Source: an optimization exercise on an open RTL-to-GDS flow (aim: small area and a short achievable clock period). Production flows keep margins and buffers that such runs may drop.
Only simulation tests tie the RTL to the original design; equivalence was not proved.

==> design/flow/design.v <==
module LIFSIM (
    input  wire        clk,
    input  wire        reset,
    input  wire [15:0] I_app,
    input  wire [15:0] I_fb,
    output wire [15:0] V_mem,
    output wire [15:0] V_out,
    output wire [15:0] U_leak,
    output wire [31:0] dU_dt,
    output wire [31:0] dV_dt
);
    reg [15:0] u_r;      
    reg [15:0] du_r;     
    reg [15:0] v_r;      
    reg [15:0] dv_r;     
    reg        fire_r;   
    reg        spk_r;    
    wire n1 = I_app[0] ^ I_fb[0];
    wire n2 = n1 ^ du_r[0];
    wire n3 = I_app[0] & I_fb[0];
    wire n4 = I_app[0] | I_fb[0];
    wire n5 = du_r[0] & n4;
    wire n6 = n3 | n5;
    wire n7 = I_app[1] ^ I_fb[1];
    wire n8 = n7 ^ du_r[1];
    wire n9 = I_app[1] & I_fb[1];
    wire n10 = I_app[1] | I_fb[1];
    wire n11 = du_r[1] & n10;
    wire n12 = n9 | n11;
    wire n13 = I_app[2] ^ I_fb[2];
    wire n14 = n13 ^ du_r[2];
    wire n15 = I_app[2] & I_fb[2];
    wire n16 = I_app[2] | I_fb[2];
    wire n17 = du_r[2] & n16;
    wire n18 = n15 | n17;
    wire n19 = I_app[3] ^ I_fb[3];
    wire n20 = n19 ^ du_r[3];
    wire n21 = I_app[3] & I_fb[3];
    wire n22 = I_app[3] | I_fb[3];
    wire n23 = du_r[3] & n22;
    wire n24 = n21 | n23;
    wire n25 = I_app[4] ^ I_fb[4];
    wire n26 = n25 ^ du_r[4];
    wire n27 = I_app[4] & I_fb[4];
    wire n28 = I_app[4] | I_fb[4];
    wire n29 = du_r[4] & n28;
    wire n30 = n27 | n29;
    wire n31 = I_app[5] ^ I_fb[5];
    wire n32 = n31 ^ du_r[5];
    wire n33 = I_app[5] & I_fb[5];
    wire n34 = I_app[5] | I_fb[5];
    wire n35 = du_r[5] & n34;
    wire n36 = n33 | n35;
    wire n37 = I_app[6] ^ I_fb[6];
    wire n38 = n37 ^ du_r[6];
    wire n39 = I_app[6] & I_fb[6];
    wire n40 = I_app[6] | I_fb[6];
    wire n41 = du_r[6] & n40;
    wire n42 = n39 | n41;
    wire n43 = I_app[7] ^ I_fb[7];
    wire n44 = n43 ^ du_r[7];
    wire n45 = I_app[7] & I_fb[7];
    wire n46 = I_app[7] | I_fb[7];
    wire n47 = du_r[7] & n46;
    wire n48 = n45 | n47;
    wire n49 = I_app[8] ^ I_fb[8];
    wire n50 = n49 ^ du_r[8];
    wire n51 = I_app[8] & I_fb[8];
    wire n52 = I_app[8] | I_fb[8];
    wire n53 = du_r[8] & n52;
    wire n54 = n51 | n53;
    wire n55 = I_app[9] ^ I_fb[9];
    wire n56 = n55 ^ du_r[9];
    wire n57 = I_app[9] & I_fb[9];
    wire n58 = I_app[9] | I_fb[9];
    wire n59 = du_r[9] & n58;
    wire n60 = n57 | n59;
    wire n61 = I_app[10] ^ I_fb[10];
    wire n62 = n61 ^ du_r[10];
    wire n63 = I_app[10] & I_fb[10];
    wire n64 = I_app[10] | I_fb[10];
    wire n65 = du_r[10] & n64;
    wire n66 = n63 | n65;
    wire n67 = I_app[11] ^ I_fb[11];
    wire n68 = n67 ^ du_r[11];
    wire n69 = I_app[11] & I_fb[11];
    wire n70 = I_app[11] | I_fb[11];
    wire n71 = du_r[11] & n70;
    wire n72 = n69 | n71;
    wire n73 = I_app[12] ^ I_fb[12];
    wire n74 = n73 ^ du_r[12];
    wire n75 = I_app[12] & I_fb[12];
    wire n76 = I_app[12] | I_fb[12];
    wire n77 = du_r[12] & n76;
    wire n78 = n75 | n77;
    wire n79 = I_app[13] ^ I_fb[13];
    wire n80 = n79 ^ du_r[13];
    wire n81 = I_app[13] & I_fb[13];
    wire n82 = I_app[13] | I_fb[13];
    wire n83 = du_r[13] & n82;
    wire n84 = n81 | n83;
    wire n85 = I_app[14] ^ I_fb[14];
    wire n86 = n85 ^ du_r[14];
    wire n87 = I_app[14] & I_fb[14];
    wire n88 = I_app[14] | I_fb[14];
    wire n89 = du_r[14] & n88;
    wire n90 = n87 | n89;
    wire n91 = I_app[15] ^ I_fb[15];
    wire n92 = n91 ^ du_r[15];
    wire n93 = I_app[15] & I_fb[15];
    wire n94 = I_app[15] | I_fb[15];
    wire n95 = du_r[15] & n94;
    wire n96 = n93 | n95;
    wire n97 = n8 ^ n6;
    wire n98 = n8 & n6;
    wire n99 = n14 ^ n12;
    wire n100 = n14 & n12;
    wire n101 = n20 ^ n18;
    wire n102 = n20 & n18;
    wire n103 = n26 ^ n24;
    wire n104 = n26 & n24;
    wire n105 = n32 ^ n30;
    wire n106 = n32 & n30;
    wire n107 = n38 ^ n36;
    wire n108 = n38 & n36;
    wire n109 = n44 ^ n42;
    wire n110 = n44 & n42;
    wire n111 = n50 ^ n48;
    wire n112 = n50 & n48;
    wire n113 = n56 ^ n54;
    wire n114 = n56 & n54;
    wire n115 = n62 ^ n60;
    wire n116 = n62 & n60;
    wire n117 = n68 ^ n66;
    wire n118 = n68 & n66;
    wire n119 = n74 ^ n72;
    wire n120 = n74 & n72;
    wire n121 = n80 ^ n78;
    wire n122 = n80 & n78;
    wire n123 = n86 ^ n84;
    wire n124 = n86 & n84;
    wire n125 = n92 ^ n90;
    wire n126 = n92 & n90;
    wire n127 = n97 & n2;
    wire n128 = n101 & n100;
    wire n129 = n102 | n128;
    wire n130 = n101 & n99;
    wire n131 = n105 & n104;
    wire n132 = n106 | n131;
    wire n133 = n105 & n103;
    wire n134 = n109 & n108;
    wire n135 = n110 | n134;
    wire n136 = n109 & n107;
    wire n137 = n113 & n112;
    wire n138 = n114 | n137;
    wire n139 = n113 & n111;
    wire n140 = n117 & n116;
    wire n141 = n118 | n140;
    wire n142 = n117 & n115;
    wire n143 = n121 & n120;
    wire n144 = n122 | n143;
    wire n145 = n121 & n119;
    wire n146 = n125 & n124;
    wire n147 = n126 | n146;
    wire n148 = n125 & n123;
    wire n149 = n130 & n98;
    wire n150 = n129 | n149;
    wire n151 = n130 & n127;
    wire n152 = n136 & n132;
    wire n153 = n135 | n152;
    wire n154 = n136 & n133;
    wire n155 = n142 & n138;
    wire n156 = n141 | n155;
    wire n157 = n142 & n139;
    wire n158 = n148 & n144;
    wire n159 = n147 | n158;
    wire n160 = n148 & n145;
    wire n161 = n154 & n150;
    wire n162 = n153 | n161;
    wire n163 = n154 & n151;
    wire n164 = n160 & n156;
    wire n165 = n159 | n164;
    wire n166 = n160 & n157;
    wire n167 = n166 & n162;
    wire n168 = n165 | n167;
    wire n169 = n166 & n163;
    wire n170 = n157 & n162;
    wire n171 = n156 | n170;
    wire n172 = n157 & n163;
    wire n173 = n133 & n150;
    wire n174 = n132 | n173;
    wire n175 = n133 & n151;
    wire n176 = n139 & n162;
    wire n177 = n138 | n176;
    wire n178 = n139 & n163;
    wire n179 = n145 & n171;
    wire n180 = n144 | n179;
    wire n181 = n145 & n172;
    wire n182 = n99 & n98;
    wire n183 = n100 | n182;
    wire n184 = n99 & n127;
    wire n185 = n103 & n150;
    wire n186 = n104 | n185;
    wire n187 = n103 & n151;
    wire n188 = n107 & n174;
    wire n189 = n108 | n188;
    wire n190 = n107 & n175;
    wire n191 = n111 & n162;
    wire n192 = n112 | n191;
    wire n193 = n111 & n163;
    wire n194 = n115 & n177;
    wire n195 = n116 | n194;
    wire n196 = n115 & n178;
    wire n197 = n119 & n171;
    wire n198 = n120 | n197;
    wire n199 = n119 & n172;
    wire n200 = n123 & n180;
    wire n201 = n124 | n200;
    wire n202 = n123 & n181;
    wire n203 = n99 ^ n98;
    wire n204 = n101 ^ n183;
    wire n205 = n103 ^ n150;
    wire n206 = n105 ^ n186;
    wire n207 = n107 ^ n174;
    wire n208 = n109 ^ n189;
    wire n209 = n111 ^ n162;
    wire n210 = n113 ^ n192;
    wire n211 = n115 ^ n177;
    wire n212 = n117 ^ n195;
    wire n213 = n119 ^ n171;
    wire n214 = n121 ^ n198;
    wire n215 = n123 ^ n180;
    wire n216 = n125 ^ n201;
    wire n217 = u_r[1] & u_r[0];
    wire n218 = u_r[1] & u_r[0];
    wire n219 = u_r[2] & n218;
    wire n220 = u_r[2] & u_r[1];
    wire n221 = u_r[4] & u_r[3];
    wire n222 = u_r[6] & u_r[5];
    wire n223 = u_r[8] & u_r[7];
    wire n224 = u_r[10] & u_r[9];
    wire n225 = u_r[12] & u_r[11];
    wire n226 = u_r[14] & u_r[13];
    wire n227 = u_r[3] & n219;
    wire n228 = u_r[3] & n220;
    wire n229 = n221 & n219;
    wire n230 = n221 & n220;
    wire n231 = u_r[7] & n222;
    wire n232 = n223 & n222;
    wire n233 = u_r[11] & n224;
    wire n234 = n225 & n224;
    wire n235 = u_r[15] & n226;
    wire n236 = u_r[5] & n229;
    wire n237 = u_r[5] & n230;
    wire n238 = n222 & n229;
    wire n239 = n222 & n230;
    wire n240 = n231 & n229;
    wire n241 = n231 & n230;
    wire n242 = n232 & n229;
    wire n243 = n232 & n230;
    wire n244 = u_r[13] & n234;
    wire n245 = n226 & n234;
    wire n246 = n235 & n234;
    wire n247 = u_r[9] & n242;
    wire n248 = u_r[9] & n243;
    wire n249 = n224 & n242;
    wire n250 = n224 & n243;
    wire n251 = n233 & n242;
    wire n252 = n233 & n243;
    wire n253 = n234 & n242;
    wire n254 = n234 & n243;
    wire n255 = n244 & n242;
    wire n256 = n244 & n243;
    wire n257 = n245 & n242;
    wire n258 = n245 & n243;
    wire n259 = n246 & n242;
    wire n260 = n246 & n243;
    wire n261 = u_r[1] ^ u_r[0];
    wire n262 = u_r[2] ^ n218;
    wire n263 = u_r[3] ^ n219;
    wire n264 = u_r[4] ^ n227;
    wire n265 = u_r[5] ^ n229;
    wire n266 = u_r[6] ^ n236;
    wire n267 = u_r[7] ^ n238;
    wire n268 = u_r[8] ^ n240;
    wire n269 = u_r[9] ^ n242;
    wire n270 = u_r[10] ^ n247;
    wire n271 = u_r[11] ^ n249;
    wire n272 = u_r[12] ^ n251;
    wire n273 = u_r[13] ^ n253;
    wire n274 = u_r[14] ^ n255;
    wire n275 = u_r[15] ^ n257;
    wire n276 = u_r[0] ^ dv_r[0];
    wire n277 = u_r[0] & dv_r[0];
    wire n278 = u_r[1] ^ dv_r[1];
    wire n279 = u_r[1] & dv_r[1];
    wire n280 = u_r[2] ^ dv_r[2];
    wire n281 = u_r[2] & dv_r[2];
    wire n282 = u_r[3] ^ dv_r[3];
    wire n283 = u_r[3] & dv_r[3];
    wire n284 = u_r[4] ^ dv_r[4];
    wire n285 = u_r[4] & dv_r[4];
    wire n286 = u_r[5] ^ dv_r[5];
    wire n287 = u_r[5] & dv_r[5];
    wire n288 = u_r[6] ^ dv_r[6];
    wire n289 = u_r[6] & dv_r[6];
    wire n290 = u_r[7] ^ dv_r[7];
    wire n291 = u_r[7] & dv_r[7];
    wire n292 = u_r[8] ^ dv_r[8];
    wire n293 = u_r[8] & dv_r[8];
    wire n294 = u_r[9] ^ dv_r[9];
    wire n295 = u_r[9] & dv_r[9];
    wire n296 = u_r[10] ^ dv_r[10];
    wire n297 = u_r[10] & dv_r[10];
    wire n298 = u_r[11] ^ dv_r[11];
    wire n299 = u_r[11] & dv_r[11];
    wire n300 = u_r[12] ^ dv_r[12];
    wire n301 = u_r[12] & dv_r[12];
    wire n302 = u_r[13] ^ dv_r[13];
    wire n303 = u_r[13] & dv_r[13];
    wire n304 = u_r[14] ^ dv_r[14];
    wire n305 = u_r[14] & dv_r[14];
    wire n306 = u_r[15] ^ dv_r[15];
    wire n307 = u_r[15] & dv_r[15];
    wire n308 = n278 & n277;
    wire n309 = n279 | n308;
    wire n310 = n278 & n276;
    wire n311 = n282 & n281;
    wire n312 = n283 | n311;
    wire n313 = n282 & n280;
    wire n314 = n286 & n285;
    wire n315 = n287 | n314;
    wire n316 = n286 & n284;
    wire n317 = n290 & n289;
    wire n318 = n291 | n317;
    wire n319 = n290 & n288;
    wire n320 = n294 & n293;
    wire n321 = n295 | n320;
    wire n322 = n294 & n292;
    wire n323 = n298 & n297;
    wire n324 = n299 | n323;
    wire n325 = n298 & n296;
    wire n326 = n302 & n301;
    wire n327 = n303 | n326;
    wire n328 = n302 & n300;
    wire n329 = n306 & n305;
    wire n330 = n307 | n329;
    wire n331 = n306 & n304;
    wire n332 = n280 & n309;
    wire n333 = n281 | n332;
    wire n334 = n280 & n310;
    wire n335 = n313 & n309;
    wire n336 = n312 | n335;
    wire n337 = n313 & n310;
    wire n338 = n288 & n315;
    wire n339 = n289 | n338;
    wire n340 = n288 & n316;
    wire n341 = n319 & n315;
    wire n342 = n318 | n341;
    wire n343 = n319 & n316;
    wire n344 = n296 & n321;
    wire n345 = n297 | n344;
    wire n346 = n296 & n322;
    wire n347 = n325 & n321;
    wire n348 = n324 | n347;
    wire n349 = n325 & n322;
    wire n350 = n304 & n327;
    wire n351 = n305 | n350;
    wire n352 = n304 & n328;
    wire n353 = n331 & n327;
    wire n354 = n330 | n353;
    wire n355 = n331 & n328;
    wire n356 = n284 & n336;
    wire n357 = n285 | n356;
    wire n358 = n284 & n337;
    wire n359 = n316 & n336;
    wire n360 = n315 | n359;
    wire n361 = n316 & n337;
    wire n362 = n340 & n336;
    wire n363 = n339 | n362;
    wire n364 = n340 & n337;
    wire n365 = n343 & n336;
    wire n366 = n342 | n365;
    wire n367 = n343 & n337;
    wire n368 = n300 & n348;
    wire n369 = n301 | n368;
    wire n370 = n300 & n349;
    wire n371 = n328 & n348;
    wire n372 = n327 | n371;
    wire n373 = n328 & n349;
    wire n374 = n352 & n348;
    wire n375 = n351 | n374;
    wire n376 = n352 & n349;
    wire n377 = n355 & n348;
    wire n378 = n354 | n377;
    wire n379 = n355 & n349;
    wire n380 = n292 & n366;
    wire n381 = n293 | n380;
    wire n382 = n292 & n367;
    wire n383 = n322 & n366;
    wire n384 = n321 | n383;
    wire n385 = n322 & n367;
    wire n386 = n346 & n366;
    wire n387 = n345 | n386;
    wire n388 = n346 & n367;
    wire n389 = n349 & n366;
    wire n390 = n348 | n389;
    wire n391 = n349 & n367;
    wire n392 = n370 & n366;
    wire n393 = n369 | n392;
    wire n394 = n370 & n367;
    wire n395 = n373 & n366;
    wire n396 = n372 | n395;
    wire n397 = n373 & n367;
    wire n398 = n376 & n366;
    wire n399 = n375 | n398;
    wire n400 = n376 & n367;
    wire n401 = n379 & n366;
    wire n402 = n378 | n401;
    wire n403 = n379 & n367;
    wire n404 = n278 ^ n277;
    wire n405 = n280 ^ n309;
    wire n406 = n282 ^ n333;
    wire n407 = n284 ^ n336;
    wire n408 = n286 ^ n357;
    wire n409 = n288 ^ n360;
    wire n410 = n290 ^ n363;
    wire n411 = n292 ^ n366;
    wire n412 = n294 ^ n381;
    wire n413 = n296 ^ n384;
    wire n414 = n298 ^ n387;
    wire n415 = n300 ^ n390;
    wire n416 = n302 ^ n393;
    wire n417 = n304 ^ n396;
    wire n418 = n306 ^ n399;
    wire [19:0] pp0;
    wire [15:0] pp0_m0 = 16'h5555;
    assign pp0[0] = pp0_m0[v_r[3:0]];
    wire [15:0] pp0_m1 = 16'h3333;
    assign pp0[1] = pp0_m1[v_r[3:0]];
    wire [15:0] pp0_m2 = 16'ha5a5;
    assign pp0[2] = pp0_m2[v_r[3:0]];
    wire [15:0] pp0_m3 = 16'hc639;
    assign pp0[3] = pp0_m3[v_r[3:0]];
    wire [15:0] pp0_m4 = 16'had6b;
    assign pp0[4] = pp0_m4[v_r[3:0]];
    wire [15:0] pp0_m5 = 16'h9ce7;
    assign pp0[5] = pp0_m5[v_r[3:0]];
    wire [15:0] pp0_m6 = 16'hd6b5;
    assign pp0[6] = pp0_m6[v_r[3:0]];
    wire [15:0] pp0_m7 = 16'he739;
    assign pp0[7] = pp0_m7[v_r[3:0]];
    wire [15:0] pp0_m8 = 16'had6b;
    assign pp0[8] = pp0_m8[v_r[3:0]];
    wire [15:0] pp0_m9 = 16'h9ce7;
    assign pp0[9] = pp0_m9[v_r[3:0]];
    wire [15:0] pp0_m10 = 16'hd6b5;
    assign pp0[10] = pp0_m10[v_r[3:0]];
    wire [15:0] pp0_m11 = 16'he739;
    assign pp0[11] = pp0_m11[v_r[3:0]];
    wire [15:0] pp0_m12 = 16'had6b;
    assign pp0[12] = pp0_m12[v_r[3:0]];
    wire [15:0] pp0_m13 = 16'h9ce7;
    assign pp0[13] = pp0_m13[v_r[3:0]];
    wire [15:0] pp0_m14 = 16'h7c1f;
    assign pp0[14] = pp0_m14[v_r[3:0]];
    wire [15:0] pp0_m15 = 16'h3ff;
    assign pp0[15] = pp0_m15[v_r[3:0]];
    wire [15:0] pp0_m16 = 16'haaaa;
    assign pp0[16] = pp0_m16[v_r[3:0]];
    wire [15:0] pp0_m17 = 16'hcccc;
    assign pp0[17] = pp0_m17[v_r[3:0]];
    wire [15:0] pp0_m18 = 16'hf0f0;
    assign pp0[18] = pp0_m18[v_r[3:0]];
    wire [15:0] pp0_m19 = 16'hff00;
    assign pp0[19] = pp0_m19[v_r[3:0]];
    wire [19:0] pp1;
    wire [15:0] pp1_m0 = 16'haaaa;
    assign pp1[0] = pp1_m0[v_r[7:4]];
    wire [15:0] pp1_m1 = 16'h6666;
    assign pp1[1] = pp1_m1[v_r[7:4]];
    wire [15:0] pp1_m2 = 16'hb4b4;
    assign pp1[2] = pp1_m2[v_r[7:4]];
    wire [15:0] pp1_m3 = 16'hc738;
    assign pp1[3] = pp1_m3[v_r[7:4]];
    wire [15:0] pp1_m4 = 16'had6a;
    assign pp1[4] = pp1_m4[v_r[7:4]];
    wire [15:0] pp1_m5 = 16'h9ce6;
    assign pp1[5] = pp1_m5[v_r[7:4]];
    wire [15:0] pp1_m6 = 16'hd6b4;
    assign pp1[6] = pp1_m6[v_r[7:4]];
    wire [15:0] pp1_m7 = 16'he738;
    assign pp1[7] = pp1_m7[v_r[7:4]];
    wire [15:0] pp1_m8 = 16'had6a;
    assign pp1[8] = pp1_m8[v_r[7:4]];
    wire [15:0] pp1_m9 = 16'h9ce6;
    assign pp1[9] = pp1_m9[v_r[7:4]];
    wire [15:0] pp1_m10 = 16'hd6b4;
    assign pp1[10] = pp1_m10[v_r[7:4]];
    wire [15:0] pp1_m11 = 16'he738;
    assign pp1[11] = pp1_m11[v_r[7:4]];
    wire [15:0] pp1_m12 = 16'had6a;
    assign pp1[12] = pp1_m12[v_r[7:4]];
    wire [15:0] pp1_m13 = 16'h9ce6;
    assign pp1[13] = pp1_m13[v_r[7:4]];
    wire [15:0] pp1_m14 = 16'h7c1e;
    assign pp1[14] = pp1_m14[v_r[7:4]];
    wire [15:0] pp1_m15 = 16'h3fe;
    assign pp1[15] = pp1_m15[v_r[7:4]];
    wire [15:0] pp1_m16 = 16'h5554;
    assign pp1[16] = pp1_m16[v_r[7:4]];
    wire [15:0] pp1_m17 = 16'h9998;
    assign pp1[17] = pp1_m17[v_r[7:4]];
    wire [15:0] pp1_m18 = 16'he1e0;
    assign pp1[18] = pp1_m18[v_r[7:4]];
    wire [15:0] pp1_m19 = 16'hfe00;
    assign pp1[19] = pp1_m19[v_r[7:4]];
    wire [19:0] pp2;
    wire [15:0] pp2_m0 = 16'haaaa;
    assign pp2[0] = pp2_m0[v_r[11:8]];
    wire [15:0] pp2_m1 = 16'h6666;
    assign pp2[1] = pp2_m1[v_r[11:8]];
    wire [15:0] pp2_m2 = 16'hb4b4;
    assign pp2[2] = pp2_m2[v_r[11:8]];
    wire [15:0] pp2_m3 = 16'hc738;
    assign pp2[3] = pp2_m3[v_r[11:8]];
    wire [15:0] pp2_m4 = 16'had6a;
    assign pp2[4] = pp2_m4[v_r[11:8]];
    wire [15:0] pp2_m5 = 16'h9ce6;
    assign pp2[5] = pp2_m5[v_r[11:8]];
    wire [15:0] pp2_m6 = 16'hd6b4;
    assign pp2[6] = pp2_m6[v_r[11:8]];
    wire [15:0] pp2_m7 = 16'he738;
    assign pp2[7] = pp2_m7[v_r[11:8]];
    wire [15:0] pp2_m8 = 16'had6a;
    assign pp2[8] = pp2_m8[v_r[11:8]];
    wire [15:0] pp2_m9 = 16'h9ce6;
    assign pp2[9] = pp2_m9[v_r[11:8]];
    wire [15:0] pp2_m10 = 16'hd6b4;
    assign pp2[10] = pp2_m10[v_r[11:8]];
    wire [15:0] pp2_m11 = 16'he738;
    assign pp2[11] = pp2_m11[v_r[11:8]];
    wire [15:0] pp2_m12 = 16'had6a;
    assign pp2[12] = pp2_m12[v_r[11:8]];
    wire [15:0] pp2_m13 = 16'h9ce6;
    assign pp2[13] = pp2_m13[v_r[11:8]];
    wire [15:0] pp2_m14 = 16'h7c1e;
    assign pp2[14] = pp2_m14[v_r[11:8]];
    wire [15:0] pp2_m15 = 16'h3fe;
    assign pp2[15] = pp2_m15[v_r[11:8]];
    wire [15:0] pp2_m16 = 16'h5554;
    assign pp2[16] = pp2_m16[v_r[11:8]];
    wire [15:0] pp2_m17 = 16'h9998;
    assign pp2[17] = pp2_m17[v_r[11:8]];
    wire [15:0] pp2_m18 = 16'he1e0;
    assign pp2[18] = pp2_m18[v_r[11:8]];
    wire [15:0] pp2_m19 = 16'hfe00;
    assign pp2[19] = pp2_m19[v_r[11:8]];
    wire [19:0] pp3;
    wire [15:0] pp3_m0 = 16'haaaa;
    assign pp3[0] = pp3_m0[v_r[15:12]];
    wire [15:0] pp3_m1 = 16'h6666;
    assign pp3[1] = pp3_m1[v_r[15:12]];
    wire [15:0] pp3_m2 = 16'hb4b4;
    assign pp3[2] = pp3_m2[v_r[15:12]];
    wire [15:0] pp3_m3 = 16'hc738;
    assign pp3[3] = pp3_m3[v_r[15:12]];
    wire [15:0] pp3_m4 = 16'had6a;
    assign pp3[4] = pp3_m4[v_r[15:12]];
    wire [15:0] pp3_m5 = 16'h9ce6;
    assign pp3[5] = pp3_m5[v_r[15:12]];
    wire [15:0] pp3_m6 = 16'hd6b4;
    assign pp3[6] = pp3_m6[v_r[15:12]];
    wire [15:0] pp3_m7 = 16'he738;
    assign pp3[7] = pp3_m7[v_r[15:12]];
    wire [15:0] pp3_m8 = 16'had6a;
    assign pp3[8] = pp3_m8[v_r[15:12]];
    wire [15:0] pp3_m9 = 16'h9ce6;
    assign pp3[9] = pp3_m9[v_r[15:12]];
    wire [15:0] pp3_m10 = 16'hd6b4;
    assign pp3[10] = pp3_m10[v_r[15:12]];
    wire [15:0] pp3_m11 = 16'he738;
    assign pp3[11] = pp3_m11[v_r[15:12]];
    wire [15:0] pp3_m12 = 16'had6a;
    assign pp3[12] = pp3_m12[v_r[15:12]];
    wire [15:0] pp3_m13 = 16'h9ce6;
    assign pp3[13] = pp3_m13[v_r[15:12]];
    wire [15:0] pp3_m14 = 16'h7c1e;
    assign pp3[14] = pp3_m14[v_r[15:12]];
    wire [15:0] pp3_m15 = 16'h3fe;
    assign pp3[15] = pp3_m15[v_r[15:12]];
    wire [15:0] pp3_m16 = 16'h5554;
    assign pp3[16] = pp3_m16[v_r[15:12]];
    wire [15:0] pp3_m17 = 16'h9998;
    assign pp3[17] = pp3_m17[v_r[15:12]];
    wire [15:0] pp3_m18 = 16'he1e0;
    assign pp3[18] = pp3_m18[v_r[15:12]];
    wire [15:0] pp3_m19 = 16'hfe00;
    assign pp3[19] = pp3_m19[v_r[15:12]];
    wire n419 = pp0[12] ^ pp1[8];
    wire n420 = pp0[12] & pp1[8];
    wire n421 = pp0[13] ^ pp1[9];
    wire n422 = n421 ^ pp2[5];
    wire n423 = pp0[13] & pp1[9];
    wire n424 = pp0[13] | pp1[9];
    wire n425 = pp2[5] & n424;
    wire n426 = n423 | n425;
    wire n427 = pp0[14] ^ pp1[10];
    wire n428 = n427 ^ pp2[6];
    wire n429 = pp0[14] & pp1[10];
    wire n430 = pp0[14] | pp1[10];
    wire n431 = pp2[6] & n430;
    wire n432 = n429 | n431;
    wire n433 = pp0[15] ^ pp1[11];
    wire n434 = n433 ^ pp2[7];
    wire n435 = pp0[15] & pp1[11];
    wire n436 = pp0[15] | pp1[11];
    wire n437 = pp2[7] & n436;
    wire n438 = n435 | n437;
    wire n439 = pp0[16] ^ pp1[12];
    wire n440 = n439 ^ pp2[8];
    wire n441 = pp0[16] & pp1[12];
    wire n442 = pp0[16] | pp1[12];
    wire n443 = pp2[8] & n442;
    wire n444 = n441 | n443;
    wire n445 = pp0[17] ^ pp1[13];
    wire n446 = n445 ^ pp2[9];
    wire n447 = pp0[17] & pp1[13];
    wire n448 = pp0[17] | pp1[13];
    wire n449 = pp2[9] & n448;
    wire n450 = n447 | n449;
    wire n451 = pp0[18] ^ pp1[14];
    wire n452 = n451 ^ pp2[10];
    wire n453 = pp0[18] & pp1[14];
    wire n454 = pp0[18] | pp1[14];
    wire n455 = pp2[10] & n454;
    wire n456 = n453 | n455;
    wire n457 = pp0[19] ^ pp1[15];
    wire n458 = n457 ^ pp2[11];
    wire n459 = pp0[19] & pp1[15];
    wire n460 = pp0[19] | pp1[15];
    wire n461 = pp2[11] & n460;
    wire n462 = n459 | n461;
    wire n463 = pp1[16] ^ pp2[12];
    wire n464 = pp1[16] & pp2[12];
    wire n465 = pp1[17] ^ pp2[13];
    wire n466 = pp1[17] & pp2[13];
    wire n467 = pp1[18] ^ pp2[14];
    wire n468 = pp1[18] & pp2[14];
    wire n469 = pp1[19] ^ pp2[15];
    wire n470 = pp1[19] & pp2[15];
    wire n471 = pp0[8] ^ pp1[4];
    wire n472 = pp0[8] & pp1[4];
    wire n473 = pp0[9] ^ pp1[5];
    wire n474 = n473 ^ pp2[1];
    wire n475 = pp0[9] & pp1[5];
    wire n476 = pp0[9] | pp1[5];
    wire n477 = pp2[1] & n476;
    wire n478 = n475 | n477;
    wire n479 = pp0[10] ^ pp1[6];
    wire n480 = n479 ^ pp2[2];
    wire n481 = pp0[10] & pp1[6];
    wire n482 = pp0[10] | pp1[6];
    wire n483 = pp2[2] & n482;
    wire n484 = n481 | n483;
    wire n485 = pp0[11] ^ pp1[7];
    wire n486 = n485 ^ pp2[3];
    wire n487 = pp0[11] & pp1[7];
    wire n488 = pp0[11] | pp1[7];
    wire n489 = pp2[3] & n488;
    wire n490 = n487 | n489;
    wire n491 = pp2[4] ^ pp3[0];
    wire n492 = n491 ^ n419;
    wire n493 = pp2[4] & pp3[0];
    wire n494 = pp2[4] | pp3[0];
    wire n495 = n419 & n494;
    wire n496 = n493 | n495;
    wire n497 = pp3[1] ^ n420;
    wire n498 = n497 ^ n422;
    wire n499 = pp3[1] & n420;
    wire n500 = pp3[1] | n420;
    wire n501 = n422 & n500;
    wire n502 = n499 | n501;
    wire n503 = pp3[2] ^ n426;
    wire n504 = n503 ^ n428;
    wire n505 = pp3[2] & n426;
    wire n506 = pp3[2] | n426;
    wire n507 = n428 & n506;
    wire n508 = n505 | n507;
    wire n509 = pp3[3] ^ n432;
    wire n510 = n509 ^ n434;
    wire n511 = pp3[3] & n432;
    wire n512 = pp3[3] | n432;
    wire n513 = n434 & n512;
    wire n514 = n511 | n513;
    wire n515 = pp3[4] ^ n438;
    wire n516 = n515 ^ n440;
    wire n517 = pp3[4] & n438;
    wire n518 = pp3[4] | n438;
    wire n519 = n440 & n518;
    wire n520 = n517 | n519;
    wire n521 = pp3[5] ^ n444;
    wire n522 = n521 ^ n446;
    wire n523 = pp3[5] & n444;
    wire n524 = pp3[5] | n444;
    wire n525 = n446 & n524;
    wire n526 = n523 | n525;
    wire n527 = pp3[6] ^ n450;
    wire n528 = n527 ^ n452;
    wire n529 = pp3[6] & n450;
    wire n530 = pp3[6] | n450;
    wire n531 = n452 & n530;
    wire n532 = n529 | n531;
    wire n533 = pp3[7] ^ n456;
    wire n534 = n533 ^ n458;
    wire n535 = pp3[7] & n456;
    wire n536 = pp3[7] | n456;
    wire n537 = n458 & n536;
    wire n538 = n535 | n537;
    wire n539 = pp3[8] ^ n462;
    wire n540 = n539 ^ n463;
    wire n541 = pp3[8] & n462;
    wire n542 = pp3[8] | n462;
    wire n543 = n463 & n542;
    wire n544 = n541 | n543;
    wire n545 = pp3[9] ^ n464;
    wire n546 = n545 ^ n465;
    wire n547 = pp3[9] & n464;
    wire n548 = pp3[9] | n464;
    wire n549 = n465 & n548;
    wire n550 = n547 | n549;
    wire n551 = pp3[10] ^ n466;
    wire n552 = n551 ^ n467;
    wire n553 = pp3[10] & n466;
    wire n554 = pp3[10] | n466;
    wire n555 = n467 & n554;
    wire n556 = n553 | n555;
    wire n557 = pp3[11] ^ n468;
    wire n558 = n557 ^ n469;
    wire n559 = pp3[11] & n468;
    wire n560 = pp3[11] | n468;
    wire n561 = n469 & n560;
    wire n562 = n559 | n561;
    wire n563 = pp2[16] ^ pp3[12];
    wire n564 = n563 ^ n470;
    wire n565 = pp2[16] & pp3[12];
    wire n566 = pp2[16] | pp3[12];
    wire n567 = n470 & n566;
    wire n568 = n565 | n567;
    wire n569 = pp2[17] ^ pp3[13];
    wire n570 = pp2[17] & pp3[13];
    wire n571 = pp2[18] ^ pp3[14];
    wire n572 = pp2[18] & pp3[14];
    wire n573 = pp2[19] ^ pp3[15];
    wire n574 = pp2[19] & pp3[15];
    wire n575 = pp0[4] ^ pp1[0];
    wire n576 = pp0[4] & pp1[0];
    wire n577 = pp0[5] ^ pp1[1];
    wire n578 = pp0[5] & pp1[1];
    wire n579 = pp0[6] ^ pp1[2];
    wire n580 = pp0[6] & pp1[2];
    wire n581 = pp0[7] ^ pp1[3];
    wire n582 = pp0[7] & pp1[3];
    wire n583 = pp2[0] ^ n471;
    wire n584 = pp2[0] & n471;
    wire n585 = n472 ^ n474;
    wire n586 = n472 & n474;
    wire n587 = n478 ^ n480;
    wire n588 = n478 & n480;
    wire n589 = n484 ^ n486;
    wire n590 = n484 & n486;
    wire n591 = n490 ^ n492;
    wire n592 = n490 & n492;
    wire n593 = n496 ^ n498;
    wire n594 = n496 & n498;
    wire n595 = n502 ^ n504;
    wire n596 = n502 & n504;
    wire n597 = n508 ^ n510;
    wire n598 = n508 & n510;
    wire n599 = n514 ^ n516;
    wire n600 = n514 & n516;
    wire n601 = n520 ^ n522;
    wire n602 = n520 & n522;
    wire n603 = n526 ^ n528;
    wire n604 = n526 & n528;
    wire n605 = n532 ^ n534;
    wire n606 = n532 & n534;
    wire n607 = n538 ^ n540;
    wire n608 = n538 & n540;
    wire n609 = n544 ^ n546;
    wire n610 = n544 & n546;
    wire n611 = n550 ^ n552;
    wire n612 = n550 & n552;
    wire n613 = n556 ^ n558;
    wire n614 = n556 & n558;
    wire n615 = n562 ^ n564;
    wire n616 = n562 & n564;
    wire n617 = n568 ^ n569;
    wire n618 = n568 & n569;
    wire n619 = n570 ^ n571;
    wire n620 = n570 & n571;
    wire n621 = n572 ^ n573;
    wire n622 = n572 & n573;
    wire n623 = pp3[16] ^ n574;
    wire n624 = pp3[16] & n574;
    wire n625 = pp0[1] & pp0[0];
    wire n626 = pp0[3] & pp0[2];
    wire n627 = n577 & n576;
    wire n628 = n578 | n627;
    wire n629 = n577 & n575;
    wire n630 = n581 & n580;
    wire n631 = n582 | n630;
    wire n632 = n581 & n579;
    wire n633 = n585 & n584;
    wire n634 = n586 | n633;
    wire n635 = n585 & n583;
    wire n636 = n589 & n588;
    wire n637 = n590 | n636;
    wire n638 = n589 & n587;
    wire n639 = n593 & n592;
    wire n640 = n594 | n639;
    wire n641 = n593 & n591;
    wire n642 = n597 & n596;
    wire n643 = n598 | n642;
    wire n644 = n597 & n595;
    wire n645 = n601 & n600;
    wire n646 = n602 | n645;
    wire n647 = n601 & n599;
    wire n648 = n605 & n604;
    wire n649 = n606 | n648;
    wire n650 = n605 & n603;
    wire n651 = n609 & n608;
    wire n652 = n610 | n651;
    wire n653 = n609 & n607;
    wire n654 = n613 & n612;
    wire n655 = n614 | n654;
    wire n656 = n613 & n611;
    wire n657 = n617 & n616;
    wire n658 = n618 | n657;
    wire n659 = n617 & n615;
    wire n660 = n621 & n620;
    wire n661 = n622 | n660;
    wire n662 = n621 & n619;
    wire n663 = pp3[17] & n624;
    wire n664 = pp3[17] & n623;
    wire n665 = pp3[19] & pp3[18];
    wire n666 = pp0[2] & n625;
    wire n667 = n626 & n625;
    wire n668 = n579 & n628;
    wire n669 = n580 | n668;
    wire n670 = n579 & n629;
    wire n671 = n632 & n628;
    wire n672 = n631 | n671;
    wire n673 = n632 & n629;
    wire n674 = n587 & n634;
    wire n675 = n588 | n674;
    wire n676 = n587 & n635;
    wire n677 = n638 & n634;
    wire n678 = n637 | n677;
    wire n679 = n638 & n635;
    wire n680 = n595 & n640;
    wire n681 = n596 | n680;
    wire n682 = n595 & n641;
    wire n683 = n644 & n640;
    wire n684 = n643 | n683;
    wire n685 = n644 & n641;
    wire n686 = n603 & n646;
    wire n687 = n604 | n686;
    wire n688 = n603 & n647;
    wire n689 = n650 & n646;
    wire n690 = n649 | n689;
    wire n691 = n650 & n647;
    wire n692 = n611 & n652;
    wire n693 = n612 | n692;
    wire n694 = n611 & n653;
    wire n695 = n656 & n652;
    wire n696 = n655 | n695;
    wire n697 = n656 & n653;
    wire n698 = n619 & n658;
    wire n699 = n620 | n698;
    wire n700 = n619 & n659;
    wire n701 = n662 & n658;
    wire n702 = n661 | n701;
    wire n703 = n662 & n659;
    wire n704 = pp3[18] & n663;
    wire n705 = pp3[18] & n664;
    wire n706 = n665 & n663;
    wire n707 = n665 & n664;
    wire n708 = n575 & n667;
    wire n709 = n629 & n667;
    wire n710 = n670 & n667;
    wire n711 = n673 & n667;
    wire n712 = n591 & n678;
    wire n713 = n592 | n712;
    wire n714 = n591 & n679;
    wire n715 = n641 & n678;
    wire n716 = n640 | n715;
    wire n717 = n641 & n679;
    wire n718 = n682 & n678;
    wire n719 = n681 | n718;
    wire n720 = n682 & n679;
    wire n721 = n685 & n678;
    wire n722 = n684 | n721;
    wire n723 = n685 & n679;
    wire n724 = n607 & n690;
    wire n725 = n608 | n724;
    wire n726 = n607 & n691;
    wire n727 = n653 & n690;
    wire n728 = n652 | n727;
    wire n729 = n653 & n691;
    wire n730 = n694 & n690;
    wire n731 = n693 | n730;
    wire n732 = n694 & n691;
    wire n733 = n697 & n690;
    wire n734 = n696 | n733;
    wire n735 = n697 & n691;
    wire n736 = n623 & n702;
    wire n737 = n624 | n736;
    wire n738 = n623 & n703;
    wire n739 = n664 & n702;
    wire n740 = n663 | n739;
    wire n741 = n664 & n703;
    wire n742 = n705 & n702;
    wire n743 = n704 | n742;
    wire n744 = n705 & n703;
    wire n745 = n707 & n702;
    wire n746 = n706 | n745;
    wire n747 = n707 & n703;
    wire n748 = n583 & n672;
    wire n749 = n584 | n748;
    wire n750 = n583 & n711;
    wire n751 = n635 & n672;
    wire n752 = n634 | n751;
    wire n753 = n635 & n711;
    wire n754 = n676 & n672;
    wire n755 = n675 | n754;
    wire n756 = n676 & n711;
    wire n757 = n679 & n672;
    wire n758 = n678 | n757;
    wire n759 = n679 & n711;
    wire n760 = n714 & n672;
    wire n761 = n713 | n760;
    wire n762 = n714 & n711;
    wire n763 = n717 & n672;
    wire n764 = n716 | n763;
    wire n765 = n717 & n711;
    wire n766 = n720 & n672;
    wire n767 = n719 | n766;
    wire n768 = n720 & n711;
    wire n769 = n723 & n672;
    wire n770 = n722 | n769;
    wire n771 = n723 & n711;
    wire n772 = n615 & n734;
    wire n773 = n616 | n772;
    wire n774 = n615 & n735;
    wire n775 = n659 & n734;
    wire n776 = n658 | n775;
    wire n777 = n659 & n735;
    wire n778 = n700 & n734;
    wire n779 = n699 | n778;
    wire n780 = n700 & n735;
    wire n781 = n703 & n734;
    wire n782 = n702 | n781;
    wire n783 = n703 & n735;
    wire n784 = n738 & n734;
    wire n785 = n737 | n784;
    wire n786 = n738 & n735;
    wire n787 = n741 & n734;
    wire n788 = n740 | n787;
    wire n789 = n741 & n735;
    wire n790 = n744 & n734;
    wire n791 = n743 | n790;
    wire n792 = n744 & n735;
    wire n793 = n747 & n734;
    wire n794 = n746 | n793;
    wire n795 = n747 & n735;
    wire n796 = n599 & n770;
    wire n797 = n600 | n796;
    wire n798 = n599 & n771;
    wire n799 = n647 & n770;
    wire n800 = n646 | n799;
    wire n801 = n647 & n771;
    wire n802 = n688 & n770;
    wire n803 = n687 | n802;
    wire n804 = n688 & n771;
    wire n805 = n691 & n770;
    wire n806 = n690 | n805;
    wire n807 = n691 & n771;
    wire n808 = n726 & n770;
    wire n809 = n725 | n808;
    wire n810 = n726 & n771;
    wire n811 = n729 & n770;
    wire n812 = n728 | n811;
    wire n813 = n729 & n771;
    wire n814 = n732 & n770;
    wire n815 = n731 | n814;
    wire n816 = n732 & n771;
    wire n817 = n735 & n770;
    wire n818 = n734 | n817;
    wire n819 = n735 & n771;
    wire n820 = n774 & n770;
    wire n821 = n773 | n820;
    wire n822 = n774 & n771;
    wire n823 = n777 & n770;
    wire n824 = n776 | n823;
    wire n825 = n777 & n771;
    wire n826 = n780 & n770;
    wire n827 = n779 | n826;
    wire n828 = n780 & n771;
    wire n829 = n783 & n770;
    wire n830 = n782 | n829;
    wire n831 = n783 & n771;
    wire n832 = n786 & n770;
    wire n833 = n785 | n832;
    wire n834 = n786 & n771;
    wire n835 = n789 & n770;
    wire n836 = n788 | n835;
    wire n837 = n789 & n771;
    wire n838 = n792 & n770;
    wire n839 = n791 | n838;
    wire n840 = n792 & n771;
    wire n841 = n795 & n770;
    wire n842 = n794 | n841;
    wire n843 = n795 & n771;
    wire n844 = n577 ^ n576;
    wire n845 = n579 ^ n628;
    wire n846 = n581 ^ n669;
    wire n847 = n583 ^ n672;
    wire n848 = n585 ^ n749;
    wire n849 = n587 ^ n752;
    wire n850 = n589 ^ n755;
    wire n851 = n591 ^ n758;
    wire n852 = n593 ^ n761;
    wire n853 = n595 ^ n764;
    wire n854 = n597 ^ n767;
    wire n855 = n599 ^ n770;
    wire n856 = n601 ^ n797;
    wire n857 = n603 ^ n800;
    wire n858 = n605 ^ n803;
    wire n859 = n607 ^ n806;
    wire n860 = n609 ^ n809;
    wire n861 = n611 ^ n812;
    wire n862 = n613 ^ n815;
    wire n863 = n615 ^ n818;
    wire n864 = n617 ^ n821;
    wire n865 = n619 ^ n824;
    wire n866 = n621 ^ n827;
    wire n867 = n623 ^ n830;
    wire n868 = pp3[17] ^ n833;
    wire n869 = pp3[18] ^ n836;
    wire n870 = pp3[19] ^ n839;
    wire [15:0] u_n  = {n216, n215, n214, n213, n212, n211, n210, n209, n208, n207, n206, n205, n204, n203, n97, n2};
    wire [15:0] du_n = {n259, n275, n274, n273, n272, n271, n270, n269, n268, n267, n266, n265, n264, n263, n262, n261};
    wire [15:0] v_n  = {n418, n417, n416, n415, n414, n413, n412, n411, n410, n409, n408, n407, n406, n405, n404, n276};
    wire [15:0] dv_n = {n870, n869, n868, n867, n866, n865, n864, n863, n862, n861, n860, n859, n858, n857, n856, n855};
    always @(posedge clk) begin
        if (reset) begin
            u_r    <= 16'd0;
            du_r   <= 16'd0;
            v_r    <= 16'd0;
            dv_r   <= 16'd0;
            fire_r <= 1'b0;
            spk_r  <= 1'b0;
        end else begin
            u_r    <= u_n;
            du_r   <= du_n;
            fire_r <= $signed(v_r) >= 16'sd3277;
            spk_r  <= fire_r;
            if (fire_r) begin
                v_r  <= 16'd0;
                dv_r <= 16'd0;
            end else begin
                v_r  <= v_n;
                dv_r <= dv_n;
            end
        end
    end
    assign V_mem  = v_r;
    assign V_out  = {15'd0, spk_r};
    assign U_leak = u_r;
    assign dU_dt  = {16'd0, du_r};
    assign dV_dt  = {16'd0, dv_r};
endmodule
==> design/flow/flow/run.sh <==
#!/bin/bash
# Standard ORFS layout; only synthesis's abc mapping (flow/my_synth.tcl), the port
# buffer cell and the make settings in flow/extra differ. Tool output goes to logs here.
set -euo pipefail
W=$(pwd)
export MY_ABC_SCRIPT=$W/flow/abc_main.script
export MY_CONE_SCRIPT=$W/flow/abc_cone.script
export MY_NO_FA=1
EXTRA=()
if [[ -f $W/flow/extra ]]; then mapfile -t EXTRA < $W/flow/extra; fi
bash standard.sh SYNTH_SCRIPT=$W/flow/my_synth.tcl "${EXTRA[@]}" finish > $W/make_finish.log 2>&1
==> design/flow/flow/abc_cone.script <==
strash
dch -f
map -D 1200
topo
upsize -D 1200
dnsize -D 1200
==> design/flow/flow/abc_main.script <==
strash
dch -f
map -D 2400
topo
upsize -D 2400
dnsize -D 2400
==> design/flow/flow/extra <==
BUFFER_PORTS_ARGS=-buffer_cell sky130_fd_sc_hd__buf_1
SKIP_REPAIR_TIE_FANOUT=1
==> design/flow/flow/my_synth.tcl <==
proc synth {args} { yosys synth -nofsm -noshare {*}$args }
# Same synthesis as synth_recipe.tcl, with a different abc script and delay target.
proc abc {args} {
  set out {}
  set skip 0
  foreach a $args {
    if { $skip } { set skip 0; continue }
    if { $a eq "-script" || $a eq "-D" } { set skip 1; continue }
    lappend out $a
  }
  if { [info exists ::env(MY_ABC_SCRIPT)] && $::env(MY_ABC_SCRIPT) ne "" } {
    lappend out -script $::env(MY_ABC_SCRIPT)
  } else {
    lappend out -script $::env(SCRIPTS_DIR)/abc_speed.script
  }
  if { [info exists ::env(MY_ABC_D)] && $::env(MY_ABC_D) ne "" } {
    lappend out -D $::env(MY_ABC_D)
  }
  if { [info exists ::env(MY_CONE_SCRIPT)] && $::env(MY_CONE_SCRIPT) ne "" } {
    # map the input cone of the U_leak registers first, with its own (tighter) script
    set cone {}
    foreach a $out { lappend cone $a }
    set i [lsearch $cone -script]
    set cone [lreplace $cone [expr {$i + 1}] [expr {$i + 1}] $::env(MY_CONE_SCRIPT)]
    yosys select -set ucone c:u_r* %ci*:-sky130_fd_sc_hd__dfxtp_1\[Q\]
    yosys select -list @ucone
    yosys abc {*}$cone @ucone
  }
  yosys abc {*}$out
}
if { [info exists ::env(MY_NO_FA)] && $::env(MY_NO_FA) eq "1" } {
  proc extract_fa {args} { puts "extract_fa skipped" }
}
source $::env(SCRIPTS_DIR)/synth.tcl
# left out here: clear keep_hierarchy, flatten, clean up, hide names made inside functions, write 1_2_yosys.v
==> design/flow/standard.sh <==
#!/bin/bash
# synth_recipe.tcl (not shown) runs the flow's synth.tcl, then flattens the netlist and writes it again
# the make line also repeats each setting of config.mk as NAME=value (left out here)
make -C /OpenROAD-flow-scripts/flow DESIGN_CONFIG=/design/flow/config.mk WORK_HOME=/design/flow/orfs CLKGATE_MAP_FILE= SYNTH_SCRIPT=/design/flow/synth_recipe.tcl "${@:-finish}"
==> design/flow/config.mk <==
export PLATFORM = sky130hd
export DESIGN_NAME = LIFSIM
export DESIGN_NICKNAME = LIFSIM
export VERILOG_FILES = /design/flow/design.v
export SDC_FILE = /design/flow/constraint.sdc
export NUM_CORES = 4
export LEC_CHECK = 0
export CAP_MARGIN = 20
export CORE_MARGIN = 2
export CORE_UTILIZATION = 60
export SETUP_SLACK_MARGIN = 3.7
export SLEW_MARGIN = 20
==> design/flow/constraint.sdc <==
create_clock -name core_clock -period 7.0 [get_ports {clk}]
set_input_delay 1.4000 -clock core_clock [delete_from_list [all_inputs] [get_ports {clk}]]
set_output_delay 1.4000 -clock core_clock [all_outputs]
set_load 0.01 [all_outputs]
==> metrics.cfg, run 1 <==
[critical_path]
critical-path-slowest-cell=dfxtp_4
worstPathArrival_ps=3570
path_class=reg -> reg
worst-r2r-cell-count=19
cpPeakStageDelay_ps=400
crit_top_cell=nand2_1
crit_fanout=6
path_cells=nand2_4 > inv_2 > buf_4 > o21ai_1 > nand2_2 > nor2_2 > inv_1 > nand2_1 > xor2_1 > nand2_1 > nand2_1 > xor2_2 > buf_4 > nand4_1 > nor4_4 > nor2_4 > o21bai_1 > xor2_1 > nor2_1
r2r-start=v_r[5]
start_kind=register
worstReg2RegEnd=dv_r[11]
cp-end-kind=register
r2r_slack_ps=3670
cp_top_family=simple AND/OR/NAND/NOR gates
path_buf_inv=4
critPathRequiredTime_ps=7240

[clocking]
cts-htree-levels=3
postCtsHoldBufs=0
ctsLongestPathBuffers=2
cts_buffers=9
cts-root-buf=clkbuf_8
cts_num_sinks=66
clkTransAtPathRegs_ps=100
clk_latency_ps=370
cts_tree=built

[sta]
setup_violations=0
clock_skew_ps=27.4
fin_crit_sh=0.475
setup_ws_ps=3670
drv_slew=0
fmax_mhz=301
grt_setup_unrepaired=yes
finalHoldViolations=0
setup_tns_ps=0
fin_crit_ps=3330

[grt]
overflow=0
grt_pass1_wl_mm=25.4
grt_start_max_net_pins=48
grt_antenna_before_repair=0
grt_pass1_vias=5617
grt.total_usage=0.274

[detailed_routing]
via_per_inst=5.40
drc=0
vias=6935
first_iter_violations=452
routed_wirelength_mm=16.7
postRouteAntennaNets=0
wire_per_inst_um=13.0
firstDrtPassIters=5

[synthesis]
syn_avg_cell_area_um2=5.92
yosysSeqAreaShare=0.210
synth.largest_area_cell=dfxtp_1
synth_area_leaders=dfxtp_1 (21%), nand2_1 (13%), nor2_1 (11%), clkinv_1 (6.0%), a21oi_1 (6.0%)
netlist.area_leader.share=0.210
yosysUniqueCellTypes=55
ys_warn_count=1
syn_inst=1060
async_flop_share=0
synth-edff-count=0
synth_area_um2=6280
synth_ff_type=dfxtp_1
synth-seq-cells=66
syn_nets=1094

[worst_hold_path]
hold_path_depth=2
holdPathEnd=spk_r
hold_path_startpoint=fire_r
hold_class=reg -> reg

[die]
die_y_um=106
dieArea_um2=11300
initial_core_util=0.614
core-area_um2=10200
rows=37
die_w_um=106
pin_count=146

[cells_and_area]
area_growth_pct=18.2
final_nets=1179
diodes=0
multi_input_area_um2=4580
fillCellCount=906
final_common_cell=nand2_1
ff_latch_area_um2=1360
drive_above_1_share=0.195
mostFrequentLayoutCells=nand2_1 (199), nor2_1 (173), buf_1 (98), clkinv_1 (97), a21oi_1 (62)

[placed_design]
place_ws_ps=3660
gp_congestion=0.970
io_buffers=98
hpwl_mm=12.3

[job]
drv_cap=0

[status]
status=timing/DRC/antenna clean

==> worst max-delay path by stage <==
stage	slack (ps)	cells after the start	endpoint	from
after floorplan	4080	21	dv_r[3]	v_r[5]
after global placement	3630	17	dv_r[11]	v_r[5]
after detailed placement	3660	19	dv_r[3]	v_r[6]
after CTS	3700	21	dv_r[11]	v_r[1]
after global routing	3430	21	dv_r[12]	v_r[5]
final	3670	19	dv_r[11]	v_r[5]
==> state kept, by name, indices dropped and copies added, names as in the netlist <==
signal	cells
fire_r	1
v_r	16
u_r	16
du_r	16
dv_r	16
spk_r	1
==> tightest hold or removal path: cells and delay by family, from the launching register on <==
kind	cells	cell delay (ps)
buffers and inverters	1	40
and+or+nand+nor	1	30
DFF	1	320
==> Yosys cell counts, drive strengths merged (9+ instances only) <==
cell type and n:
or2 13, nor3 29, xnor2 11, o21ai 86
and2 9, inv 38, dfxtp 66, clkinv 101
xor2 30, a21oi 84, nand4 10, o211ai 9
nand3 41, a31oi 9, buf 48, nor2 202
nand2 224
==> through the flow <==
stage                     hold slack [ps]  cell area [um2]  utilization  cells
after floorplan                       398             6280            -   1060
after global placement                410             6470        0.632   1248
after detailed placement              408             6470        0.632   1248
after CTS                             422             6730        0.657   1264
after global routing                  462             7420        0.725   1285
final                                 421             7420        0.725   1285
==> repair_timing <==
item / CTS / global route
buffers inserted: 1 / 21
pin swaps: 2 / 27
hold endpoints to repair: 0 / 0
setup endpoints to repair: 10 / 19
resized for setup: 14 / 136
==> area by class of cell <==
type	count	share of cell area
Clock inverter	4	0.0103
Multi-Input combinational cell	807	0.617
Timing Repair Buffer	122	0.0754
Clock buffer	11	0.0190
Sequential cell	66	0.184
Inverter	139	0.0720
Tap cell	136	0.0229
==> cell families (layout without fill, tap and decap cells) <==
kind of cell,count (synthesis),in the layout,synth area share
xor gates and xnor gates,41,41,0.0620
and+or+nand+nor,539,539,0.371
adders and majority gates,2,2,0.00339
DFF,66,66,0.210
buffers and inverters,187,276,0.141
AOI/OAI and AO/OA,224,224,0.211
other,1,1,0.000597
==> per-layer routing <==
metal | track usage | vias up | share of wire
met1 | 0.380 | 3093 | 0.44
met3 | 0.0411 | 28 | 0.080
li1 | - | 3590 | -
met4 | 0.0648 | 0 | 0.017
met5 | 0 | - | 0
met2 | 0.447 | 224 | 0.46
==> run 2: changes to the inputs <==
==> design/flow/flow/abc_main.script (replaced) <==
strash
dch -f
map -D 2000
topo
upsize -D 2000
dnsize -D 2000
--- a/design/flow/config.mk
+++ b/design/flow/config.mk
@@ -8,5 +8,6 @@
 export CAP_MARGIN = 20
 export CORE_MARGIN = 2
 export CORE_UTILIZATION = 60
+export PLACE_DENSITY = 0.75
 export SETUP_SLACK_MARGIN = 3.7
 export SLEW_MARGIN = 20
==> metrics.cfg, run 2 <==
[critical_path]
start_kind=register
r2r-start=v_r[4]
path_class=reg -> reg
r2r_slack_ps=3860  ; +190 ps
worstReg2RegEnd=dv_r[7]
critPathRequiredTime_ps=7290  ; +50 ps
worstPathArrival_ps=3440  ; -130 ps
cp-end-kind=register
crit_fanout=6  ; unchanged
worst-r2r-cell-count=17  ; -2

[detailed_routing]
firstDrtPassIters=5  ; unchanged
drc=0  ; unchanged
wire_per_inst_um=12.9  ; -0.53%
via_per_inst=5.42  ; +0.48%
vias=6974  ; +0.56%
routed_wirelength_mm=16.6  ; -0.45%
postRouteAntennaNets=0  ; unchanged
first_iter_violations=475  ; +5.1%

[die]
die_w_um=107  ; +0.93%
dieArea_um2=11500  ; +1.9%
rows=37  ; unchanged
die_y_um=107  ; +0.93%
core-area_um2=10300  ; +0.91%
pin_count=146  ; unchanged
initial_core_util=0.620  ; +0.00625

[placed_design]
placed_cells=1263  ; +1.2%
gp_congestion=0.932  ; -3.8%
io_buffers=98  ; unchanged
hpwl_mm=12.7  ; +3.2%

[clocking]
cts-htree-levels=3  ; unchanged
postCtsHoldBufs=0  ; unchanged
ctsLongestPathBuffers=2  ; unchanged
cts_num_sinks=66  ; unchanged
cts_buffers=9  ; unchanged
clk_latency_ps=370  ; about the same
clkTransAtPathRegs_ps=70  ; -30 ps
cts-root-buf=clkbuf_8
cts_tree=built

[cells_and_area]
drive_above_1_share=0.113  ; -0.0819
diodes=0  ; unchanged
instances_no_fill=1286  ; +0.078%
final_nets=1179  ; unchanged
area_growth_pct=10.6
mostFrequentLayoutCells=nand2_1 (243), nor2_1 (155), clkinv_1 (107), buf_1 (98), a21oi_1 (65)
final_common_cell=nand2_1

[synthesis]
netlist.area_leader.share=0.206  ; -0.00399
yosysUniqueCellTypes=57  ; +3.6%
synth_ff_type=dfxtp_1
synth_area_leaders=dfxtp_1 (21%), nand2_1 (14%), nor2_1 (9.6%), clkinv_1 (6.3%), buf_4 (5.6%)
synth-edff-count=0  ; unchanged
ys_warn_count=1  ; unchanged
async_flop_share=0  ; unchanged
syn_nets=1109  ; +1.4%
syn_inst=1075  ; +1.4%
synth_area_um2=6400  ; +1.9%
synth.largest_area_cell=dfxtp_1
synth-seq-cells=66  ; unchanged
yosysMostFrequentCell=nand2_1
yosysSeqAreaShare=0.206  ; -0.00399
synth_top_cells_by_count=nand2_1 (247), nor2_1 (163), clkinv_1 (108), a21oi_1 (71), dfxtp_1 (66)
syn_avg_cell_area_um2=5.95  ; +0.51%

[sta]
clock_skew_ps=9.73  ; -17.7 ps
drv_slew=0  ; unchanged
fin_crit_ps=3140  ; -186 ps
relSlewSlack=0.671
grt_setup_unrepaired=yes
fin_crit_sh=0.449  ; -0.0266
fmax_mhz=318  ; +5.9%
finalHoldViolations=0  ; unchanged
setup_tns_ps=0  ; unchanged
setup_violations=0  ; unchanged
tightest_slew_ps=489

[grt]
grt_antenna_before_repair=0  ; unchanged
met1_usage=0.388  ; +0.00802
grt_pass1_wl_mm=26.4  ; +4.0%
use_met2=0.473  ; +0.0260
overflow=0  ; unchanged
grt_pass1_vias=5844  ; +4.0%
met3_usage=0.0460  ; +0.00493
grt_start_max_net_pins=48  ; unchanged
grt.total_usage=0.286  ; +0.0122
top_usage_layer=met2

[job]
drv_cap=0  ; unchanged

[worst_hold_path]
hold_class=reg -> reg
hold_path_startpoint=fire_r
holdPathEnd=spk_r
hold_path_depth=2  ; unchanged

[status]
status=timing/DRC/antenna clean

-- run 2: cell count changes after synthesis, moves of 6 or more --
cell	change
clkinv_1	+7
nor2_1	-29
nand3_1	+8
nand2_1	+29
inv_2	-14
o211ai_1	+6
-- run 2: kinds of logic (layout without fill, tap and decap cells) --
logic type,count (synthesis),after routing,synth area share
buffers and inverters,174,248,0.130
flip-flops,66,66,0.206
adder cells (fa/ha/maj),2,2,0.00313
XOR/XNOR,43,43,0.0612
AND/OR/NAND/NOR,544,545,0.365
AO/OA/AOI/OAI,245,245,0.233
other,1,1,0.000586
-- run 2: worst max path at each step --
stage,from,to,cells past startpoint
after detailed placement,v_r[12],dv_r[12],18
after global placement,v_r[8],dv_r[14],17
after floorplan,I_fb[3],u_r[11],12
after CTS,v_r[6],dv_r[7],15
after global routing,v_r[9],dv_r[15],18
final,v_r[4],dv_r[7],17
-- run 2: per-layer routing --
| layer | part of all wire | vias up |
|---|---|---|
| met5 | 0 | - |
| met4 | 0.015 | 0 |
| met3 | 0.069 | 21 |
| met2 | 0.45 | 212 |
| met1 | 0.46 | 3065 |
| li1 | - | 3676 |
-- run 2: per-stage QoR --
stage | setup slack [ps] | util | hold WS (ps) | instance area (um2)
global route | 3600 | 0.685 | 450 | 7070
finish | 3860 | 0.685 | 423 | 7070
CTS | 3710 | 0.661 | 423 | 6820
global placement | 3660 | 0.638 | 408 | 6590
detailed placement | 3680 | 0.638 | 411 | 6590
floorplan | 4200 | - | 398 | 6400
-- run 2: final cells by class --
type,instances,area [um2]
Sequential cell,66,1350
Fill cell,1044,3250
Timing Repair Buffer,106,428
Clock buffer,11,141
Multi-Input combinational cell,836,4440
Clock inverter,5,77.6
Tap cell,136,170
Inverter,126,473
-- run 2: repair_timing --
item	in CTS	in global routing
endpoints found under the setup margin	8	19
gates cloned	0	1
setup buffers	0	6
gates resized for setup	5	57
pin swaps	1	7
-- run 2: worst max-delay path, stage by stage (launching register included) --
cell and delay [ps]:
dfxtp_2 420, nand2_1 150, nand2_1 120, nand2_1 70, nand2_1 110, nand2_1 110
or2_1 250, nand2_1 80, xor2_1 250, xor2_1 250, o22ai_1 140, nand3b_4 200
a211oi_4 190, buf_4 180, nor2_4 70, o211ai_1 240, nand2_1 90, a31oi_1 130
==> run 3: changes to the inputs <==
--- a/design/flow/config.mk
+++ b/design/flow/config.mk
@@ -8,6 +8,5 @@
 export CAP_MARGIN = 20
 export CORE_MARGIN = 2
 export CORE_UTILIZATION = 60
-export PLACE_DENSITY = 0.75
-export SETUP_SLACK_MARGIN = 3.7
+export SETUP_SLACK_MARGIN = 3.55
 export SLEW_MARGIN = 20
==> metrics.cfg, run 3 <==
[detailed_routing]
first_iter_violations=533  ; +12%
routed_wirelength_mm=16.0  ; -3.9%
wl_met2_mm=7.16  ; -4.8%
postRouteAntennaNets=0  ; unchanged
drc=0  ; unchanged
via_per_inst=5.42  ; -0.12%
met3WireLength_um=868  ; -24%
vias=6922  ; -0.75%
firstDrtPassIters=5  ; unchanged
wire_per_inst_um=12.5  ; -3.2%
met1_length_mm=7.67  ; -0.78%
topRoutingLayerUsed=met4

[critical_path]
crit_top_cell=nand2_1
cp-end-kind=register
cpPeakStageDelay_ps=370  ; -50 ps
worstPathArrival_ps=3470  ; +30 ps
path_cells=inv_2 > nand2_1 > a31oi_1 > o22ai_2 > or2_1 > nand2_1 > xor2_1 > xor2_1 > o22ai_1 > nand3b_4 > a211oi_4 > buf_4 > o21ai_1 > nand2_1 > nand2_1 > a21oi_1
start_kind=register
r2r-start=v_r[6]
r2r_slack_ps=3790  ; -70 ps
critical-path-slowest-cell=dfxtp_2
worst-r2r-cell-count=16  ; -1
cp_top_family=compound AO/OA/AOI/OAI gates
worstReg2RegEnd=dv_r[13]
crit_fanout=9  ; +3
path_buf_inv=2  ; +1
critPathRequiredTime_ps=7270  ; -20 ps
path_depth=16  ; -1
path_class=reg -> reg

[clocking]
clkTransAtPathRegs_ps=70  ; about the same
postCtsHoldBufs=0  ; unchanged
cts-root-buf=clkbuf_8
clk_latency_ps=350  ; -20 ps
cts_tree=built
ctsLongestPathBuffers=2  ; unchanged
cts_buffers=9  ; unchanged
cts-htree-levels=3  ; unchanged
cts_num_sinks=66  ; unchanged

[synthesis]
yosysMostFrequentCell=nand2_1
synth_area_um2=6400  ; unchanged
yosysUniqueCellTypes=57  ; unchanged
synth_top_cells_by_count=nand2_1 (247), nor2_1 (163), clkinv_1 (108), a21oi_1 (71), dfxtp_1 (66)
synth_ff_type=dfxtp_1
async_flop_share=0  ; unchanged
synth.largest_area_cell=dfxtp_1
syn_inst=1075  ; unchanged
synth_area_leaders=dfxtp_1 (21%), nand2_1 (14%), nor2_1 (9.6%), clkinv_1 (6.3%), buf_4 (5.6%)
synth-seq-cells=66  ; unchanged
synth-edff-count=0  ; unchanged
ys_warn_count=1  ; unchanged
syn_nets=1109  ; unchanged
yosysSeqAreaShare=0.206  ; unchanged
netlist.area_leader.share=0.206  ; unchanged
syn_avg_cell_area_um2=5.95  ; unchanged

[grt]
grt.total_usage=0.275  ; -0.0114
grt_start_max_net_pins=48  ; unchanged
grt_pass1_vias=5747  ; -1.7%
grt_pass1_wl_mm=25.5  ; -3.4%
grt_antenna_before_repair=0  ; unchanged
overflow=0  ; unchanged

[die]
dieArea_um2=11500  ; unchanged
core-area_um2=10300  ; unchanged
initial_core_util=0.620  ; unchanged
die_w_um=107  ; unchanged
die_y_um=107  ; unchanged
rows=37  ; unchanged
pin_count=146  ; unchanged

[sta]
fin_crit_sh=0.458  ; +0.00949
clock_skew_ps=12.1  ; +2.42 ps
setup_violations=0  ; unchanged
grt_setup_unrepaired=no
finalHoldViolations=0  ; unchanged
setup_tns_ps=0  ; unchanged
fmax_mhz=312  ; -2.1%
fin_crit_ps=3210  ; +66.4 ps
drv_slew=0  ; unchanged

[cells_and_area]
diodes=0  ; unchanged
area_growth_pct=7.12
instances_no_fill=1278  ; -0.62%
multi_input_area_um2=4310  ; -2.8%
ff_latch_area_um2=1330  ; -1.1%
final_common_cell=nand2_1
fillCellCount=1014  ; -2.9%
mostFrequentLayoutCells=nand2_1 (247), nor2_1 (160), clkinv_1 (108), buf_1 (98), a21oi_1 (70)
drive_above_1_share=0.0814  ; -0.0316
final_nets=1175  ; -0.34%

[placed_design]
gp_congestion=0.966  ; +3.6%
hpwl_mm=12.6  ; -0.87%
io_buffers=98  ; unchanged
placed_cells=1263  ; unchanged

[worst_hold_path]
holdPathEnd=spk_r
hold_path_startpoint=fire_r
hold_class=reg -> reg
hold_path_depth=2  ; unchanged

[status]
status=timing/DRC/antenna clean

[job]
drv_cap=0  ; unchanged

[run 3: cell counts after synthesis]
No cell type changed its count.
[run 3: cells by family after synthesis]
group	count (synthesis)	synth area share
adder cells (fa/ha/maj)	2	0.00313
AND/OR/NAND/NOR	544	0.365
flip-flops	66	0.206
AO/OA/AOI/OAI	245	0.233
XOR/XNOR	43	0.0612
buffers and inverters	174	0.130
other	1	0.000586
[run 3: layer usage]
layer,vias up,global-route usage
met2,199,0.455
met5,-,0
met1,3044,0.369
met4,0,0.0807
li1,3648,-
met3,31,0.0418
[run 3: stage by stage]
step	setup WS, ps	hold slack [ps]	util	instance area [um2]
after global routing	3560	442	0.664	6850
after global placement	3640	410	0.638	6590
after floorplan	4200	398	-	6400
after detailed placement	3690	411	0.638	6590
after CTS	3660	422	0.654	6750
final	3790	419	0.664	6850
[run 3: worst max-delay path by stage]
stage	start	to	slack (ps)
finish	v_r[6]	dv_r[13]	3790
global route	v_r[14]	dv_r[15]	3560
floorplan	I_fb[3]	u_r[11]	4200
CTS	v_r[8]	dv_r[13]	3660
detailed placement	v_r[8]	dv_r[13]	3690
global placement	v_r[8]	dv_r[14]	3640
[run 3: worst min-delay path: stages, from the launching register on]
cell and delay (ps):
dfxtp_1 320, clkinv_1 40, nor2_1 30
[run 3: area by class of cell]
type | count | area share
multi-input cells | 835 | 0.629
inverters | 126 | 0.0690
flip-flops and latches | 66 | 0.195
repair buffers | 103 | 0.0591
clock inverters | 1 | 0.00438
well taps | 136 | 0.0248
clock buffers | 11 | 0.0192
[run 3: what timing repair did]
item / in CTS / in global routing
gates resized for setup: 0 / 25
setup buffers: 0 / 3
setup endpoints to repair: 0 / 17

[re-timing with driven ports]
The flow's constraints put no driver on any port. The routed layouts listed below were extracted and timed again, unchanged, in two steps. Step 1 assumes that a clkbuf_16 drives the clock port and a buf_2 every other input. Step 2 moves the port delays by t, midway between the first and last clock arrival at a register: inputs arrive t later, outputs are due t later. That takes back most of the time a late clock gives input paths. Three values: no drivers, after step 1, after step 2; two values: the first two.
| run | t, ns | setup slack, ns | worst setup path at the end | worst data-port slew with drivers (ns) |
|---|---|---|---|---|
| run 1 | 0.388 | 3.673 / 3.673 / 3.673 | register to register | 0.04 |
| run 2 | 0.397 | 3.859 / 3.859 / 3.723 | input to register | 0.03 |
| run 3 | 0.376 | 3.792 / 3.792 / 3.723 | input to register | 0.03 |
After both steps setup and hold are still met in every run listed. For run 2, which loses most, drivers alone change the setup slack by 0.000 ns; drivers and shift together by -0.136 ns.
